From an optimization exercise on the open Yosys and OpenROAD flow, aimed at small area and a short achievable clock period; shortcuts taken in it are not production practice. No functional check of the RTL was part of any run shown here.

==> design/flow/config.mk <==
export PLATFORM = sky130hd
export DESIGN_NAME = MatMul4x4_FP16
export DESIGN_NICKNAME = MatMul4x4_FP16
export VERILOG_FILES = /design/flow/design.v
export SDC_FILE = /design/flow/constraint.sdc
export NUM_CORES = 4
export LEC_CHECK = 0
export CAP_MARGIN = 20
export CORE_MARGIN = 2
export CORE_UTILIZATION = 40
export SLEW_MARGIN = 20
export SYNTH_HIERARCHICAL = 1
export SYNTH_MINIMUM_KEEP_SIZE = 0
==> design/flow/constraint.sdc <==
create_clock -name core_clock -period 8.0 [get_ports {clk}]
set_input_delay 1.6000 -clock core_clock [delete_from_list [all_inputs] [get_ports {clk}]]
set_output_delay 1.6000 -clock core_clock [all_outputs]
set_load 0.01 [all_outputs]
==> design/flow/design.v <==
module fa (input a, input b, input ci, output s, output co);
  assign s = a ^ b ^ ci;
  assign co = (a & b) | (a & ci) | (b & ci);
endmodule
module ha (input a, input b, output s, output co);
  assign s = a ^ b;
  assign co = a & b;
endmodule
module mac (
  input  [16:0] a,      
  input  [7:0] one, input [7:0] two, input [7:0] neg,
  input  [31:0] acc,
  output [31:0] sum
);
  wire [16:0] pp0;
  assign pp0 = (({17{one[0]}} & a) | ({17{two[0]}} & {a[15:0], 1'b0})) ^ {17{neg[0]}};
  wire [16:0] pp1;
  assign pp1 = (({17{one[1]}} & a) | ({17{two[1]}} & {a[15:0], 1'b0})) ^ {17{neg[1]}};
  wire [16:0] pp2;
  assign pp2 = (({17{one[2]}} & a) | ({17{two[2]}} & {a[15:0], 1'b0})) ^ {17{neg[2]}};
  wire [16:0] pp3;
  assign pp3 = (({17{one[3]}} & a) | ({17{two[3]}} & {a[15:0], 1'b0})) ^ {17{neg[3]}};
  wire [16:0] pp4;
  assign pp4 = (({17{one[4]}} & a) | ({17{two[4]}} & {a[15:0], 1'b0})) ^ {17{neg[4]}};
  wire [16:0] pp5;
  assign pp5 = (({17{one[5]}} & a) | ({17{two[5]}} & {a[15:0], 1'b0})) ^ {17{neg[5]}};
  wire [16:0] pp6;
  assign pp6 = (({17{one[6]}} & a) | ({17{two[6]}} & {a[15:0], 1'b0})) ^ {17{neg[6]}};
  wire [16:0] pp7;
  assign pp7 = (({17{one[7]}} & a) | ({17{two[7]}} & {a[15:0], 1'b0})) ^ {17{neg[7]}};
  wire s1;
  wire c2;
  wire s3;
  wire c4;
  wire s5;
  wire c6;
  wire s7;
  wire s8;
  wire c9;
  wire s10;
  wire c11;
  wire s12;
  wire c13;
  wire s14;
  wire c15;
  wire s16;
  wire c17;
  wire s18;
  wire c19;
  wire s20;
  wire c21;
  wire s22;
  wire c23;
  wire s24;
  wire c25;
  wire s26;
  wire c27;
  wire s28;
  wire c29;
  wire s30;
  wire c31;
  wire s32;
  wire c33;
  wire s34;
  wire c35;
  wire s36;
  wire c37;
  wire s38;
  wire c39;
  wire s40;
  wire c41;
  wire s42;
  wire c43;
  wire s44;
  wire c45;
  wire s46;
  wire c47;
  wire s48;
  wire c49;
  wire s50;
  wire c51;
  wire s52;
  wire c53;
  wire s54;
  wire c55;
  wire s56;
  wire c57;
  wire s58;
  wire c59;
  wire s60;
  wire c61;
  wire s62;
  wire c63;
  wire s64;
  wire c65;
  wire s66;
  wire c67;
  wire s68;
  wire c69;
  wire s70;
  wire c71;
  wire s72;
  wire c73;
  wire s74;
  wire c75;
  wire s76;
  wire c77;
  wire s78;
  wire s79;
  wire c80;
  wire s81;
  wire c82;
  wire s83;
  wire c84;
  wire s85;
  wire c86;
  wire s87;
  wire c88;
  wire s89;
  wire c90;
  wire s91;
  wire c92;
  wire s93;
  wire c94;
  wire s95;
  wire c96;
  wire s97;
  wire c98;
  wire s99;
  wire c100;
  wire s101;
  wire c102;
  wire s103;
  wire c104;
  wire s105;
  wire c106;
  wire s107;
  wire c108;
  wire s109;
  wire c110;
  wire s111;
  wire c112;
  wire s113;
  wire c114;
  wire s115;
  wire c116;
  wire s117;
  wire c118;
  wire s119;
  wire c120;
  wire s121;
  wire c122;
  wire s123;
  wire c124;
  wire s125;
  wire c126;
  wire s127;
  wire c128;
  wire s129;
  wire c130;
  wire s131;
  wire c132;
  wire s133;
  wire c134;
  wire s135;
  wire c136;
  wire s137;
  wire c138;
  wire s139;
  wire c140;
  wire s141;
  wire c142;
  wire s143;
  wire c144;
  wire s145;
  wire c146;
  wire s147;
  wire c148;
  wire s149;
  wire c150;
  wire s151;
  wire c152;
  wire s153;
  wire c154;
  wire s155;
  wire c156;
  wire s157;
  wire c158;
  wire s159;
  wire c160;
  wire s161;
  wire c162;
  wire s163;
  wire c164;
  wire s165;
  wire s166;
  wire c167;
  wire s168;
  wire c169;
  wire s170;
  wire c171;
  wire s172;
  wire c173;
  wire s174;
  wire c175;
  wire s176;
  wire c177;
  wire s178;
  wire c179;
  wire s180;
  wire c181;
  wire s182;
  wire c183;
  wire s184;
  wire c185;
  wire s186;
  wire c187;
  wire s188;
  wire c189;
  wire s190;
  wire c191;
  wire s192;
  wire c193;
  wire s194;
  wire c195;
  wire s196;
  wire c197;
  wire s198;
  wire c199;
  wire s200;
  wire c201;
  wire s202;
  wire c203;
  wire s204;
  wire c205;
  wire s206;
  wire c207;
  wire s208;
  wire c209;
  wire s210;
  wire c211;
  wire s212;
  wire c213;
  wire s214;
  wire c215;
  wire s216;
  wire c217;
  wire s218;
  wire c219;
  wire s220;
  wire s221;
  wire c222;
  wire s223;
  wire c224;
  wire s225;
  wire c226;
  wire s227;
  wire c228;
  wire s229;
  wire c230;
  wire s231;
  wire c232;
  wire s233;
  wire c234;
  wire s235;
  wire c236;
  wire s237;
  wire c238;
  wire s239;
  wire c240;
  wire s241;
  wire c242;
  wire s243;
  wire c244;
  wire s245;
  wire c246;
  wire s247;
  wire c248;
  wire s249;
  wire c250;
  wire s251;
  wire c252;
  wire s253;
  wire c254;
  wire s255;
  wire c256;
  wire s257;
  wire c258;
  wire s259;
  wire c260;
  wire s261;
  wire c262;
  wire s263;
  wire c264;
  wire s265;
  wire c266;
  wire s267;
  wire c268;
  wire s269;
  wire c270;
  wire s271;
  wire c272;
  wire s273;
  wire c274;
  wire s275;
  wire c276;
  wire s277;
  wire c278;
  wire s279;
  wire c280;
  wire s281;
  wire c282;
  wire s283;
  ha u_s1 (.a(acc[14]), .b(neg[7]), .s(s1), .co(c2));
  ha u_s3 (.a(acc[15]), .b(pp0[15]), .s(s3), .co(c4));
  assign s5 = ~(acc[16] ^ pp1[14]);
  assign c6 = acc[16] | pp1[14];
  assign s7 = ~acc[17];
  ha u_s8 (.a(acc[8]), .b(neg[4]), .s(s8), .co(c9));
  ha u_s10 (.a(acc[9]), .b(pp0[9]), .s(s10), .co(c11));
  fa u_s12 (.a(acc[10]), .b(neg[5]), .ci(pp0[10]), .s(s12), .co(c13));
  ha u_s14 (.a(pp1[8]), .b(pp2[6]), .s(s14), .co(c15));
  fa u_s16 (.a(acc[11]), .b(pp0[11]), .ci(pp1[9]), .s(s16), .co(c17));
  ha u_s18 (.a(pp2[7]), .b(pp3[5]), .s(s18), .co(c19));
  fa u_s20 (.a(acc[12]), .b(neg[6]), .ci(pp0[12]), .s(s20), .co(c21));
  fa u_s22 (.a(pp1[10]), .b(pp2[8]), .ci(pp3[6]), .s(s22), .co(c23));
  ha u_s24 (.a(pp4[4]), .b(pp5[2]), .s(s24), .co(c25));
  fa u_s26 (.a(acc[13]), .b(pp0[13]), .ci(pp1[11]), .s(s26), .co(c27));
  fa u_s28 (.a(pp2[9]), .b(pp3[7]), .ci(pp4[5]), .s(s28), .co(c29));
  ha u_s30 (.a(pp5[3]), .b(pp6[1]), .s(s30), .co(c31));
  fa u_s32 (.a(pp0[14]), .b(pp1[12]), .ci(pp2[10]), .s(s32), .co(c33));
  fa u_s34 (.a(pp3[8]), .b(pp4[6]), .ci(pp5[4]), .s(s34), .co(c35));
  fa u_s36 (.a(pp6[2]), .b(pp7[0]), .ci(s1), .s(s36), .co(c37));
  fa u_s38 (.a(c2), .b(pp1[13]), .ci(pp2[11]), .s(s38), .co(c39));
  fa u_s40 (.a(pp3[9]), .b(pp4[7]), .ci(pp5[5]), .s(s40), .co(c41));
  fa u_s42 (.a(pp6[3]), .b(pp7[1]), .ci(s3), .s(s42), .co(c43));
  fa u_s44 (.a(pp2[12]), .b(pp3[10]), .ci(pp4[8]), .s(s44), .co(c45));
  fa u_s46 (.a(pp5[6]), .b(pp6[4]), .ci(pp7[2]), .s(s46), .co(c47));
  fa u_s48 (.a(~pp0[16]), .b(c4), .ci(s5), .s(s48), .co(c49));
  fa u_s50 (.a(s7), .b(pp1[15]), .ci(pp2[13]), .s(s50), .co(c51));
  fa u_s52 (.a(pp3[11]), .b(pp4[9]), .ci(pp5[7]), .s(s52), .co(c53));
  fa u_s54 (.a(pp6[5]), .b(pp7[3]), .ci(c6), .s(s54), .co(c55));
  fa u_s56 (.a(acc[17]), .b(acc[18]), .ci(pp2[14]), .s(s56), .co(c57));
  fa u_s58 (.a(pp3[12]), .b(pp4[10]), .ci(pp5[8]), .s(s58), .co(c59));
  fa u_s60 (.a(pp6[6]), .b(pp7[4]), .ci(~pp1[16]), .s(s60), .co(c61));
  assign s62 = ~(acc[19] ^ pp2[15]);
  assign c63 = acc[19] | pp2[15];
  fa u_s64 (.a(pp3[13]), .b(pp4[11]), .ci(pp5[9]), .s(s64), .co(c65));
  ha u_s66 (.a(pp6[7]), .b(pp7[5]), .s(s66), .co(c67));
  fa u_s68 (.a(acc[20]), .b(pp3[14]), .ci(pp4[12]), .s(s68), .co(c69));
  fa u_s70 (.a(pp5[10]), .b(pp6[8]), .ci(pp7[6]), .s(s70), .co(c71));
  assign s72 = ~(acc[21] ^ pp3[15]);
  assign c73 = acc[21] | pp3[15];
  ha u_s74 (.a(pp4[13]), .b(pp5[11]), .s(s74), .co(c75));
  fa u_s76 (.a(acc[22]), .b(pp4[14]), .ci(pp5[12]), .s(s76), .co(c77));
  assign s78 = ~acc[23];
  ha u_s79 (.a(acc[4]), .b(neg[2]), .s(s79), .co(c80));
  ha u_s81 (.a(acc[5]), .b(pp0[5]), .s(s81), .co(c82));
  fa u_s83 (.a(acc[6]), .b(neg[3]), .ci(pp0[6]), .s(s83), .co(c84));
  ha u_s85 (.a(pp1[4]), .b(pp2[2]), .s(s85), .co(c86));
  fa u_s87 (.a(acc[7]), .b(pp0[7]), .ci(pp1[5]), .s(s87), .co(c88));
  ha u_s89 (.a(pp2[3]), .b(pp3[1]), .s(s89), .co(c90));
  fa u_s91 (.a(pp0[8]), .b(pp1[6]), .ci(pp2[4]), .s(s91), .co(c92));
  fa u_s93 (.a(pp3[2]), .b(pp4[0]), .ci(s8), .s(s93), .co(c94));
  fa u_s95 (.a(c9), .b(pp1[7]), .ci(pp2[5]), .s(s95), .co(c96));
  fa u_s97 (.a(pp3[3]), .b(pp4[1]), .ci(s10), .s(s97), .co(c98));
  fa u_s99 (.a(pp3[4]), .b(pp4[2]), .ci(pp5[0]), .s(s99), .co(c100));
  fa u_s101 (.a(c11), .b(s14), .ci(s12), .s(s101), .co(c102));
  fa u_s103 (.a(pp4[3]), .b(pp5[1]), .ci(c15), .s(s103), .co(c104));
  fa u_s105 (.a(s18), .b(c13), .ci(s16), .s(s105), .co(c106));
  fa u_s107 (.a(pp6[0]), .b(c19), .ci(s24), .s(s107), .co(c108));
  fa u_s109 (.a(c17), .b(s20), .ci(s22), .s(s109), .co(c110));
  fa u_s111 (.a(c25), .b(s30), .ci(c21), .s(s111), .co(c112));
  fa u_s113 (.a(c23), .b(s26), .ci(s28), .s(s113), .co(c114));
  fa u_s115 (.a(c31), .b(c27), .ci(c29), .s(s115), .co(c116));
  fa u_s117 (.a(s32), .b(s34), .ci(s36), .s(s117), .co(c118));
  fa u_s119 (.a(c33), .b(c35), .ci(c37), .s(s119), .co(c120));
  fa u_s121 (.a(s38), .b(s40), .ci(s42), .s(s121), .co(c122));
  fa u_s123 (.a(c39), .b(c41), .ci(s44), .s(s123), .co(c124));
  fa u_s125 (.a(s46), .b(c43), .ci(s48), .s(s125), .co(c126));
  fa u_s127 (.a(c45), .b(c47), .ci(s50), .s(s127), .co(c128));
  fa u_s129 (.a(s52), .b(s54), .ci(c49), .s(s129), .co(c130));
  fa u_s131 (.a(c51), .b(c53), .ci(s56), .s(s131), .co(c132));
  fa u_s133 (.a(s58), .b(s60), .ci(c55), .s(s133), .co(c134));
  fa u_s135 (.a(s62), .b(s66), .ci(c57), .s(s135), .co(c136));
  fa u_s137 (.a(c59), .b(c61), .ci(s64), .s(s137), .co(c138));
  fa u_s139 (.a(~pp2[16]), .b(c63), .ci(c67), .s(s139), .co(c140));
  fa u_s141 (.a(c65), .b(s68), .ci(s70), .s(s141), .co(c142));
  fa u_s143 (.a(pp6[9]), .b(pp7[7]), .ci(s72), .s(s143), .co(c144));
  fa u_s145 (.a(s74), .b(c69), .ci(c71), .s(s145), .co(c146));
  fa u_s147 (.a(pp6[10]), .b(pp7[8]), .ci(~pp3[16]), .s(s147), .co(c148));
  fa u_s149 (.a(c73), .b(c75), .ci(s76), .s(s149), .co(c150));
  fa u_s151 (.a(s78), .b(pp4[15]), .ci(pp5[13]), .s(s151), .co(c152));
  fa u_s153 (.a(pp6[11]), .b(pp7[9]), .ci(c77), .s(s153), .co(c154));
  fa u_s155 (.a(acc[23]), .b(acc[24]), .ci(pp5[14]), .s(s155), .co(c156));
  fa u_s157 (.a(pp6[12]), .b(pp7[10]), .ci(~pp4[16]), .s(s157), .co(c158));
  assign s159 = ~(acc[25] ^ pp5[15]);
  assign c160 = acc[25] | pp5[15];
  ha u_s161 (.a(pp6[13]), .b(pp7[11]), .s(s161), .co(c162));
  fa u_s163 (.a(acc[26]), .b(pp6[14]), .ci(pp7[12]), .s(s163), .co(c164));
  assign s165 = ~acc[27];
  ha u_s166 (.a(acc[2]), .b(neg[1]), .s(s166), .co(c167));
  ha u_s168 (.a(acc[3]), .b(pp0[3]), .s(s168), .co(c169));
  fa u_s170 (.a(pp0[4]), .b(pp1[2]), .ci(pp2[0]), .s(s170), .co(c171));
  fa u_s172 (.a(c80), .b(pp1[3]), .ci(pp2[1]), .s(s172), .co(c173));
  fa u_s174 (.a(pp3[0]), .b(c82), .ci(s85), .s(s174), .co(c175));
  fa u_s176 (.a(c86), .b(s89), .ci(c84), .s(s176), .co(c177));
  fa u_s178 (.a(c90), .b(c88), .ci(s91), .s(s178), .co(c179));
  fa u_s180 (.a(c92), .b(c94), .ci(s95), .s(s180), .co(c181));
  fa u_s182 (.a(c96), .b(s99), .ci(c98), .s(s182), .co(c183));
  fa u_s184 (.a(c100), .b(s103), .ci(c102), .s(s184), .co(c185));
  fa u_s186 (.a(c104), .b(s107), .ci(c106), .s(s186), .co(c187));
  fa u_s188 (.a(c108), .b(s111), .ci(c110), .s(s188), .co(c189));
  fa u_s190 (.a(c112), .b(s115), .ci(c114), .s(s190), .co(c191));
  fa u_s192 (.a(c116), .b(s119), .ci(c118), .s(s192), .co(c193));
  fa u_s194 (.a(c120), .b(s123), .ci(c122), .s(s194), .co(c195));
  fa u_s196 (.a(c124), .b(s127), .ci(c126), .s(s196), .co(c197));
  fa u_s198 (.a(c128), .b(s131), .ci(c130), .s(s198), .co(c199));
  fa u_s200 (.a(s135), .b(c132), .ci(s137), .s(s200), .co(c201));
  fa u_s202 (.a(s139), .b(c136), .ci(c138), .s(s202), .co(c203));
  fa u_s204 (.a(c140), .b(s143), .ci(s145), .s(s204), .co(c205));
  fa u_s206 (.a(s147), .b(c144), .ci(c146), .s(s206), .co(c207));
  fa u_s208 (.a(c148), .b(s151), .ci(s153), .s(s208), .co(c209));
  fa u_s210 (.a(c152), .b(s155), .ci(s157), .s(s210), .co(c211));
  fa u_s212 (.a(s159), .b(s161), .ci(c156), .s(s212), .co(c213));
  fa u_s214 (.a(~pp5[16]), .b(c160), .ci(c162), .s(s214), .co(c215));
  fa u_s216 (.a(s165), .b(pp6[15]), .ci(pp7[13]), .s(s216), .co(c217));
  fa u_s218 (.a(acc[27]), .b(acc[28]), .ci(pp7[14]), .s(s218), .co(c219));
  assign s220 = ~acc[29];
  ha u_s221 (.a(acc[0]), .b(neg[0]), .s(s221), .co(c222));
  ha u_s223 (.a(acc[1]), .b(pp0[1]), .s(s223), .co(c224));
  fa u_s225 (.a(pp0[2]), .b(pp1[0]), .ci(s166), .s(s225), .co(c226));
  fa u_s227 (.a(c167), .b(pp1[1]), .ci(s168), .s(s227), .co(c228));
  fa u_s229 (.a(s79), .b(c169), .ci(s170), .s(s229), .co(c230));
  fa u_s231 (.a(s81), .b(c171), .ci(s172), .s(s231), .co(c232));
  fa u_s233 (.a(c173), .b(s83), .ci(s174), .s(s233), .co(c234));
  fa u_s235 (.a(s87), .b(c175), .ci(s176), .s(s235), .co(c236));
  fa u_s237 (.a(s93), .b(c177), .ci(s178), .s(s237), .co(c238));
  fa u_s239 (.a(s97), .b(c179), .ci(s180), .s(s239), .co(c240));
  fa u_s241 (.a(c181), .b(s101), .ci(s182), .s(s241), .co(c242));
  fa u_s243 (.a(s105), .b(c183), .ci(s184), .s(s243), .co(c244));
  fa u_s245 (.a(s109), .b(c185), .ci(s186), .s(s245), .co(c246));
  fa u_s247 (.a(s113), .b(c187), .ci(s188), .s(s247), .co(c248));
  fa u_s249 (.a(s117), .b(c189), .ci(s190), .s(s249), .co(c250));
  fa u_s251 (.a(s121), .b(c191), .ci(s192), .s(s251), .co(c252));
  fa u_s253 (.a(s125), .b(c193), .ci(s194), .s(s253), .co(c254));
  fa u_s255 (.a(s129), .b(c195), .ci(s196), .s(s255), .co(c256));
  fa u_s257 (.a(s133), .b(c197), .ci(s198), .s(s257), .co(c258));
  fa u_s259 (.a(c134), .b(s200), .ci(c199), .s(s259), .co(c260));
  fa u_s261 (.a(s141), .b(c201), .ci(s202), .s(s261), .co(c262));
  fa u_s263 (.a(c142), .b(c203), .ci(s204), .s(s263), .co(c264));
  fa u_s265 (.a(s149), .b(c205), .ci(s206), .s(s265), .co(c266));
  fa u_s267 (.a(c150), .b(c207), .ci(s208), .s(s267), .co(c268));
  fa u_s269 (.a(c154), .b(s210), .ci(c209), .s(s269), .co(c270));
  fa u_s271 (.a(c158), .b(s212), .ci(c211), .s(s271), .co(c272));
  fa u_s273 (.a(s163), .b(s214), .ci(c213), .s(s273), .co(c274));
  fa u_s275 (.a(c164), .b(s216), .ci(c215), .s(s275), .co(c276));
  fa u_s277 (.a(~pp6[16]), .b(c217), .ci(s218), .s(s277), .co(c278));
  fa u_s279 (.a(s220), .b(pp7[15]), .ci(c219), .s(s279), .co(c280));
  fa u_s281 (.a(acc[29]), .b(acc[30]), .ci(~pp7[16]), .s(s281), .co(c282));
  assign s283 = ~acc[31];
  wire [31:0] x = {c282, c280, c278, c276, c274, c272, c270, c268, c266, c264, c262, c260, c258, c256, c254, c252, c250, c248, c246, c244, c242, c240, c238, c236, c234, c232, c230, c228, c226, c224, c222, s221};
  wire [31:0] y = {s283, s281, s279, s277, s275, s273, s271, s269, s267, s265, s263, s261, s259, s257, s255, s253, s251, s249, s247, s245, s243, s241, s239, s237, s235, s233, s231, s229, s227, s225, s223, pp0[0]};
  assign sum = x + y;
endmodule
module booth_enc (
  input  [15:0] b,
  output [7:0] one, output [7:0] two, output [7:0] neg
);
  wire [16:0] bb = {b, 1'b0};
  genvar k;
  generate for (k = 0; k < 8; k = k + 1) begin : g_d
    wire b0 = bb[2*k];
    wire b1 = bb[2*k+1];
    wire b2 = bb[2*k+2];
    assign one[k] = b1 ^ b0;
    assign two[k] = (b2 & ~b1 & ~b0) | (~b2 & b1 & b0);
    assign neg[k] = b2 & ~(b1 & b0);
  end endgenerate
endmodule
module MatMul4x4_FP16 (
    input clk,
    input rst,
    input [255:0] A,
    input [255:0] B,
    output [511:0] C
);
    wire [7:0] one [0:3];
    wire [7:0] two [0:3];
    wire [7:0] neg [0:3];
    reg  [31:0] Cr [0:3][0:3];
    wire [31:0] Cn [0:3][0:3];
    genvar gi, gj;
    generate
        for (gj = 0; gj < 4; gj = gj + 1) begin : g_enc
            booth_enc u_enc (.b(B[(12+gj)*16 +: 16]), .one(one[gj]), .two(two[gj]), .neg(neg[gj]));
        end
        for (gi = 0; gi < 4; gi = gi + 1) begin : g_row
            for (gj = 0; gj < 4; gj = gj + 1) begin : g_col
                wire [15:0] a = A[(gi*4+3)*16 +: 16];
                mac u_mac (.a({a[15], a}), .one(one[gj]), .two(two[gj]), .neg(neg[gj]),
                           .acc(Cr[gi][gj]), .sum(Cn[gi][gj]));
                always @(posedge clk or posedge rst) begin
                    if (rst) Cr[gi][gj] <= 32'd0;
                    else     Cr[gi][gj] <= Cn[gi][gj];
                end
                assign C[(gi*4+gj)*32 +: 32] = Cr[gi][gj];
            end
        end
    endgenerate
endmodule
==> design/flow/run.sh <==
#!/bin/bash
# synth_recipe.tcl (not shown) runs the flow's synth.tcl, then flattens the netlist and writes it again
# the make line also repeats each setting of config.mk as NAME=value (left out here)
make -C /OpenROAD-flow-scripts/flow DESIGN_CONFIG=/design/flow/config.mk WORK_HOME=/design/flow/orfs CLKGATE_MAP_FILE= SYNTH_SCRIPT=/design/flow/synth_recipe.tcl finish
==> impl_metrics.json, run 1 <==
{
  "cts_tree": "done",
  "clk_path_buf_depth": 4,
  "num_rows": 208,
  "final_cell_area_um2": 144000,
  "path_buf_inv": 1,
  "r2r_slack_ps": 2950,
  "cts-resized-gates": 0,
  "grt_pass1_vias": 111609,
  "wl_per_cell_um": 27.8,
  "cp-end-kind": "flip-flop",
  "synthCells": 13529,
  "cts_root_buf": "clkbuf_16",
  "fin_tns_setup_ps": 0,
  "slew_headroom": 0.324,
  "cts_inserted_buffers": 86,
  "critPathTopFamily": "compound AO/OA/AOI/OAI gates",
  "clock_latency_ps": 810,
  "vias": 109769,
  "die-area_um2": 327000,
  "timing.final.hold_violations": 0,
  "worstPathCellList": "clkdlybuf4s50_1 -> nand2b_1 -> o21ai_4 -> a22oi_1 -> xnor2_1 -> fa_1 -> fa_1 -> fa_1 -> fa_1 -> ha_1 -> a21oi_1 -> o21ai_0 -> a21oi_1 -> a211oi_2 -> o21a_1 -> a311oi_1",
  "layout_min_cycle_time_ps": 7090,
  "ys_ff_latch": 512,
  "slew_viol_final": 0,
  "start_util": 0.402,
  "cp_common_cell": "fa_1",
  "placed_area_um2": 142000,
  "synthDistinctLibCells": 62,
  "fin_skew_ps": 46.1,
  "setup_violations": 0,
  "finalHoldWorstSlack_ps": 641,
  "hpwl_mm": 363,
  "synth-async-reset-ratio": 1.00,
  "yosysWarnings": 9,
  "required_ps": 8660,
  "worstSetupPathType": "primary input to flip-flop",
  "core_area_um2": 321000,
  "htree_levels": 3,
  "grt_usage": 0.298,
  "hold_buffers": 0,
  "pin_count": 1026,
  "worstMarginPinSlew_ps": 1010,
  "numPortBuffers": 641,
  "gp_congestion": 0.932,
  "vias_per_cell": 6.20,
  "slowest_stage": "o21ai_4",
  "syn_nets": 16807,
  "fin_nets": 16616,
  "regMostFlops": "Cr",
  "grt_pass1_wl_mm": 738,
  "antenna_found_initial": 30,
  "drive_gt1_frac": 0.0805,
  "drt_wl_total_mm": 492,
  "max_stage_delay_ps": 750,
  "crit_fanout": 20,
  "antenna_left": 0,
  "grt_max_degree": 112,
  "clk_pin_slew_ps": 60,
  "finalCritPeriodShare": 0.886,
  "largest_reg_flops": 512,
  "postCtsSetupBuffers": 0,
  "syn2layout_area_growth_pct": 12.1,
  "synth_edf_count": 0,
  "ys_seq_area_frac": 0.0994,
  "reg_top3": "Cr: 512 flops",
  "hp-class": "flip-flop to flip-flop",
  "cts.sinks": 512,
  "die_x_um": 572,
  "dieHeight_um": 572,
  "outcome": "timing/DRC/antenna clean",
  "grt-ovfl-total": 0,
  "worstPathArrival_ps": 7750,
  "synth_area_um2": 129000,
  "drtIter0Drc": 11732,
  "cap_viol_max_count": 0,
  "syn_avg_cell_area_um2": 9.52,
  "drc": 0,
  "rsz0062_at_grt": "no",
  "dr.pass1.iters": 7,
  "start_kind": "primary input",
  "utilization": 0.450,
  "synth_ff_type": "dfrtp_1",
  "clock.fmax_ghz": 0.141
}
## synthesized netlist by cell type, types with 64 or more instances
| cell | count | area, um2 |
|---|---|---|
| a211oi_1 | 96 | 721 |
| xor2_1 | 288 | 2520 |
| inv_1 | 449 | 1690 |
| nor3_1 | 160 | 801 |
| nand3_1 | 176 | 881 |
| xnor2_1 | 2272 | 19900 |
| a22oi_1 | 2048 | 15400 |
| and3_1 | 64 | 400 |
| a31oi_1 | 64 | 400 |
| o21a_1 | 80 | 601 |
| o21bai_1 | 64 | 480 |
| buf_2 | 192 | 961 |
| fa_1 | 1872 | 37500 |
| a21oi_1 | 512 | 2560 |
| dfrtp_1 | 512 | 12800 |
| nand2_1 | 476 | 1790 |
| nor2_1 | 432 | 1620 |
| a311oi_1 | 64 | 561 |
| o21ai_0 | 304 | 1520 |
| a21o_1 | 192 | 1440 |
| ha_1 | 892 | 11200 |
| clkbuf_1 | 1296 | 4860 |
| nand4_1 | 128 | 801 |
## worst paths after layout
check                           start    endpoint  cells after the start
setup / recovery               B[197]  Cr[12][26]                     16
hold / removal               Cr[5][0]    Cr[5][0]                      2
setup reg to reg           Cr[11][14]  Cr[11][26]                     12
hold reg to reg              Cr[5][0]    Cr[5][0]                      2
max in group asynchronous         rst    Cr[6][1]                      4
min in group asynchronous         rst   Cr[12][6]                      2
## modules after synthesis, one instance, submodules excluded
module          cells inside  times used  flops+latches
booth_enc                 38           4              0
mac                      669          16              0
fa                         1        1856              0
MatMul4x4_FP16           513           1            512
ha                         1         304              0
## layer usage
metal | up-vias | share of wire | track usage
met5 | - | 0.00022 | 0
met4 | 16 | 0.045 | 0.115
met3 | 906 | 0.11 | 0.0886
met2 | 5824 | 0.43 | 0.450
met1 | 55653 | 0.41 | 0.399
li1 | 47370 | - | -
## cell type report
cell class              instances  area, um2
flip-flops and latches        512      12800
fillers                     30654     176000
clock buffers                 115       2440
multi-input cells           11040     109000
repair buffers               1249      12700
well taps                    4305       5390
clock inverters                31        417
diodes                          8       20.0
inverters                     449       1690
## tightest hold or removal path: cells and delay by family, from the launching register on
family / cells / cell delay (ps)
DFF: 1 / 350
adders and majority gates: 2 / 260
## per-stage QoR
stage	cells	worst slack, ps
finish	17709	914
global placement	17553	93.5
floorplan	13529	-552
detailed placement	17554	306
CTS	17700	1160
global route	17703	741
## cell usage in the layout, fill, tap and decap left out, types with 128 or more instances in the layout
cell	netlist	routed
a21o_1	192	192
a21oi_1	512	512
a22oi_1	2048	2048
buf_12	0	152
buf_4	8	522
clkdlybuf4s50_1	0	569
dfrtp_1	512	512
fa_1	1872	1872
ha_1	892	864
inv_1	449	448
nand2_1	476	476
nand3_1	176	176
nand4_1	128	128
nor2_1	432	432
nor3_1	160	160
o21ai_0	304	288
xnor2_1	2272	2272
xor2_1	288	288
## cell families after synthesis
group	after synthesis	synth area share
AND/OR/NAND/NOR	1688	0.0620
adder cells (fa/ha/maj)	2764	0.377
AO/OA/AOI/OAI	3980	0.224
multiplexers	48	0.00388
flip-flops	512	0.0994
XOR/XNOR	2560	0.174
buffers and inverters	1977	0.0597
==> inputs of run 2 (changes only) <==
--- a/design/flow/config.mk
+++ b/design/flow/config.mk
@@ -10,2 +10,3 @@
 export CORE_UTILIZATION = 40
+export SETUP_SLACK_MARGIN = 1.5
 export SLEW_MARGIN = 20
==> impl_metrics.json, run 2 <==
{
  "outcome": "timing/DRC/antenna clean",
  "setup_ws_ps": 1560,
  "holdPathStages": 2,
  "placed_area_um2": 141000,
  "place_ws_ps": 381,
  "synth_compound_area_frac": 0.224,
  "synth_mux_area_frac": 0.00388,
  "clock.fmax_ghz": 0.155,
  "drc": 0,
  "worstMarginPinSlew_ps": 1060,
  "ys_ff_latch": 512,
  "path_buf_inv": 4,
  "final_common_cell": "xnor2_1",
  "hold-path-endpoint": "Cr[6][0]",
  "vias_per_cell": 6.26,
  "slowest_stage": "a2111oi_0",
  "r2r-start": "Cr[13][15]",
  "utilization": 0.455,
  "worstPathArrival_ps": 7140,
  "synthDistinctLibCells": 62,
  "synth_top_family_by_area": "adder cells",
  "r2r_end": "Cr[13][25]",
  "slew_headroom": 0.295,
  "drt-met1-wl_mm": 202,
  "drive_gt1_frac": 0.0882,
  "cts_inserted_buffers": 87,
  "crit_start": "B[248]",
  "synth-async-reset-ratio": 1.00,
  "worstSetupPathType": "primary input to flip-flop",
  "wl_met3_mm": 60.1,
  "vias": 111050,
  "yosysTopAreaCell": "fa_1",
  "wl_per_cell_um": 28.5,
  "yosysMostFrequentCell": "xnor2_1",
  "ff2ff_path_depth": 12,
  "dr.max_layer_used": "met5",
  "syn_avg_cell_area_um2": 9.52,
  "drt_wl_total_mm": 505,
  "core_area_um2": 321000,
  "hpwl_mm": 361,
  "cp_common_cell": "fa_1",
  "synthCells": 13529,
  "synth_ff_type": "dfrtp_1",
  "dieHeight_um": 572,
  "htree_levels": 3,
  "required_ps": 8700,
  "cap_viol_max_count": 0,
  "synth_fa_ha_area_frac": 0.377,
  "largest_reg_flops": 512,
  "crit_fanout": 60,
  "numPortBuffers": 641,
  "rsz0062_at_grt": "yes",
  "yosysWarnings": 9,
  "regMostFlops": "Cr",
  "cts.sinks": 512,
  "yosys.area.top_type_share": 0.291,
  "clk_path_buf_depth": 4,
  "dr_wl_met2_mm": 215,
  "layout_min_cycle_time_ps": 6440,
  "drtIter0Drc": 12454,
  "grt_max_degree": 115,
  "antenna_left": 0,
  "synth.area.top_cells": "fa_1, xnor2_1, a22oi_1, dfrtp_1, ha_1",
  "die-area_um2": 327000,
  "dr.pass1.iters": 7,
  "synth_edf_count": 0,
  "fin_nets": 16633,
  "ys_top_cells_by_count": "xnor2_1, a22oi_1, fa_1",
  "syn2layout_area_growth_pct": 13.3,
  "syn_nets": 16807,
  "mostFrequentLayoutCells": "xnor2_1, a22oi_1, fa_1, ha_1, clkdlybuf4s50_1",
  "clk_pin_slew_ps": 60,
  "r2r_slack_ps": 3270,
  "ys_seq_area_frac": 0.0994,
  "slew_viol_final": 0,
  "synth_area_um2": 129000,
  "critPathTopFamily": "adder cells",
  "worstPathCellList": "clkdlybuf4s50_1 -> ha_2 -> buf_12 -> buf_4 -> a22oi_1 -> xnor2_1 -> fa_1 -> fa_1 -> fa_1 -> ha_1 -> a2111oi_0 -> nor3_1 -> a21oi_1 -> o21ai_2 -> buf_4 -> o311ai_1 -> nor3_1",
  "timing.final.hold_violations": 0,
  "cts_tree": "done",
  "hp-class": "flip-flop to flip-flop",
  "grt_usage": 0.299,
  "cp-end-kind": "flip-flop",
  "cts_root_buf": "clkbuf_16",
  "grt_pass1_wl_mm": 739,
  "finalCritPeriodShare": 0.805,
  "clock_latency_ps": 870,
  "pin_count": 1026,
  "final_cell_area_um2": 146000,
  "reg_top3": "Cr: 512 flops",
  "grt-ovfl-total": 0,
  "grt_pass1_vias": 111620,
  "gp_congestion": 0.925,
  "die_x_um": 572,
  "setup_violations": 0,
  "max_stage_delay_ps": 820,
  "hold_start": "Cr[6][0]",
  "start_util": 0.402,
  "fin_skew_ps": 52.2,
  "start_kind": "primary input",
  "synthXorXnorAreaFrac": 0.174,
  "finalHoldWorstSlack_ps": 639,
  "synth-simple-area-share": 0.0620,
  "num_rows": 208,
  "antenna_found_initial": 21
}
## run 2: through the flow
stage / instances / setup TNS [ps]
after detailed placement: 17492 / 0
after global routing: 17727 / 0
after CTS: 17670 / 0
final: 17741 / 0
after floorplan: 13529 / -282790
after global placement: 17492 / 0
## run 2: layer usage
metal,up-vias,track usage
li1,47363,-
met3,1121,0.0871
met1,56069,0.398
met2,6489,0.442
met4,8,0.143
met5,-,0.00456
## run 2: worst min-delay path: cells and delay by family, from the launching register on
| family | cells | cell delay [ps] |
|---|---|---|
| flops | 1 | 340 |
| fa+ha+maj | 2 | 260 |
## run 2: how the worst max path moves through the flow
stage | to | depth (start not counted)
after detailed placement | Cr[1][28] | 16
after CTS | Cr[11][26] | 15
after floorplan | Cr[0][0] | 1
after global placement | Cr[4][25] | 16
after global routing | Cr[10][25] | 16
final | Cr[7][29] | 17
## run 2: area by class of cell
type | count | area [um2]
diodes | 17 | 42.5
clock buffers | 114 | 2450
clock inverters | 39 | 571
fillers | 30529 | 175000
inverters | 449 | 1690
multi-input cells | 11040 | 110000
flip-flops and latches | 512 | 12800
well taps | 4305 | 5390
repair buffers | 1265 | 13500
## run 2: kinds of logic after synthesis
family	Yosys count
AO/OA/AOI/OAI	3980
adder cells (fa/ha/maj)	2764
XOR/XNOR	2560
buffers and inverters	1977
AND/OR/NAND/NOR	1688
flip-flops	512
multiplexers	48
## run 2: per-module statistics from Yosys (local to each module, per instance)
| module | cell area, um2 | cells inside | flip-flops and latches | times used |
|---|---|---|---|---|
| ha | 12.5 | 1 | 0 | 304 |
| fa | 20.0 | 1 | 0 | 1856 |
| booth_enc | 283 | 38 | 0 | 4 |
| mac | 4620 | 669 | 0 | 16 |
| MatMul4x4_FP16 | 12800 | 513 | 512 | 1 |
## run 2: timing repair
| action | CTS | global route |
|---|---|---|
| gates cloned | 1 | 18 |
| hold buffers | 0 | 0 |
| endpoints found under the setup margin | 48 | 206 |
| pin swaps | 7 | 38 |
| gates resized for setup | 10 | 180 |
| setup buffers | 24 | 36 |

[re-timing with driven ports]
In the flow no input, the clock included, has a driving cell. The finished layouts below were timed again as built, in two steps. Step 1, drivers: a clkbuf_16 drives clk and a buf_2 each remaining input, both assumed. Step 2 adds t to the input delays and takes it off the output delays; t is the mean of the earliest and latest rising clock arrival at the registers after step 1. Input paths then give back, and output paths get back, about the clock's delay inside the block. a / b / c = ideal ports / drivers / drivers and shift; a / b = the first two.
run | t (ns) | slack for setup (ns) | worst setup path at the end | clock arrival spread, ns | worst slew at a driven data input, ns
run 1 | 0.894 | 0.914 / 0.980 / 0.086 | input to register | 0.079 / 0.078 | 0.11
run 2 | 0.918 | 1.563 / 1.619 / 0.701 | input to register | 0.066 / 0.067 | 0.11
After both steps setup and hold are still met in every run listed. The setup slack of run 2, which loses most, moves by +0.056 ns with the drivers and by -0.862 ns with both steps.
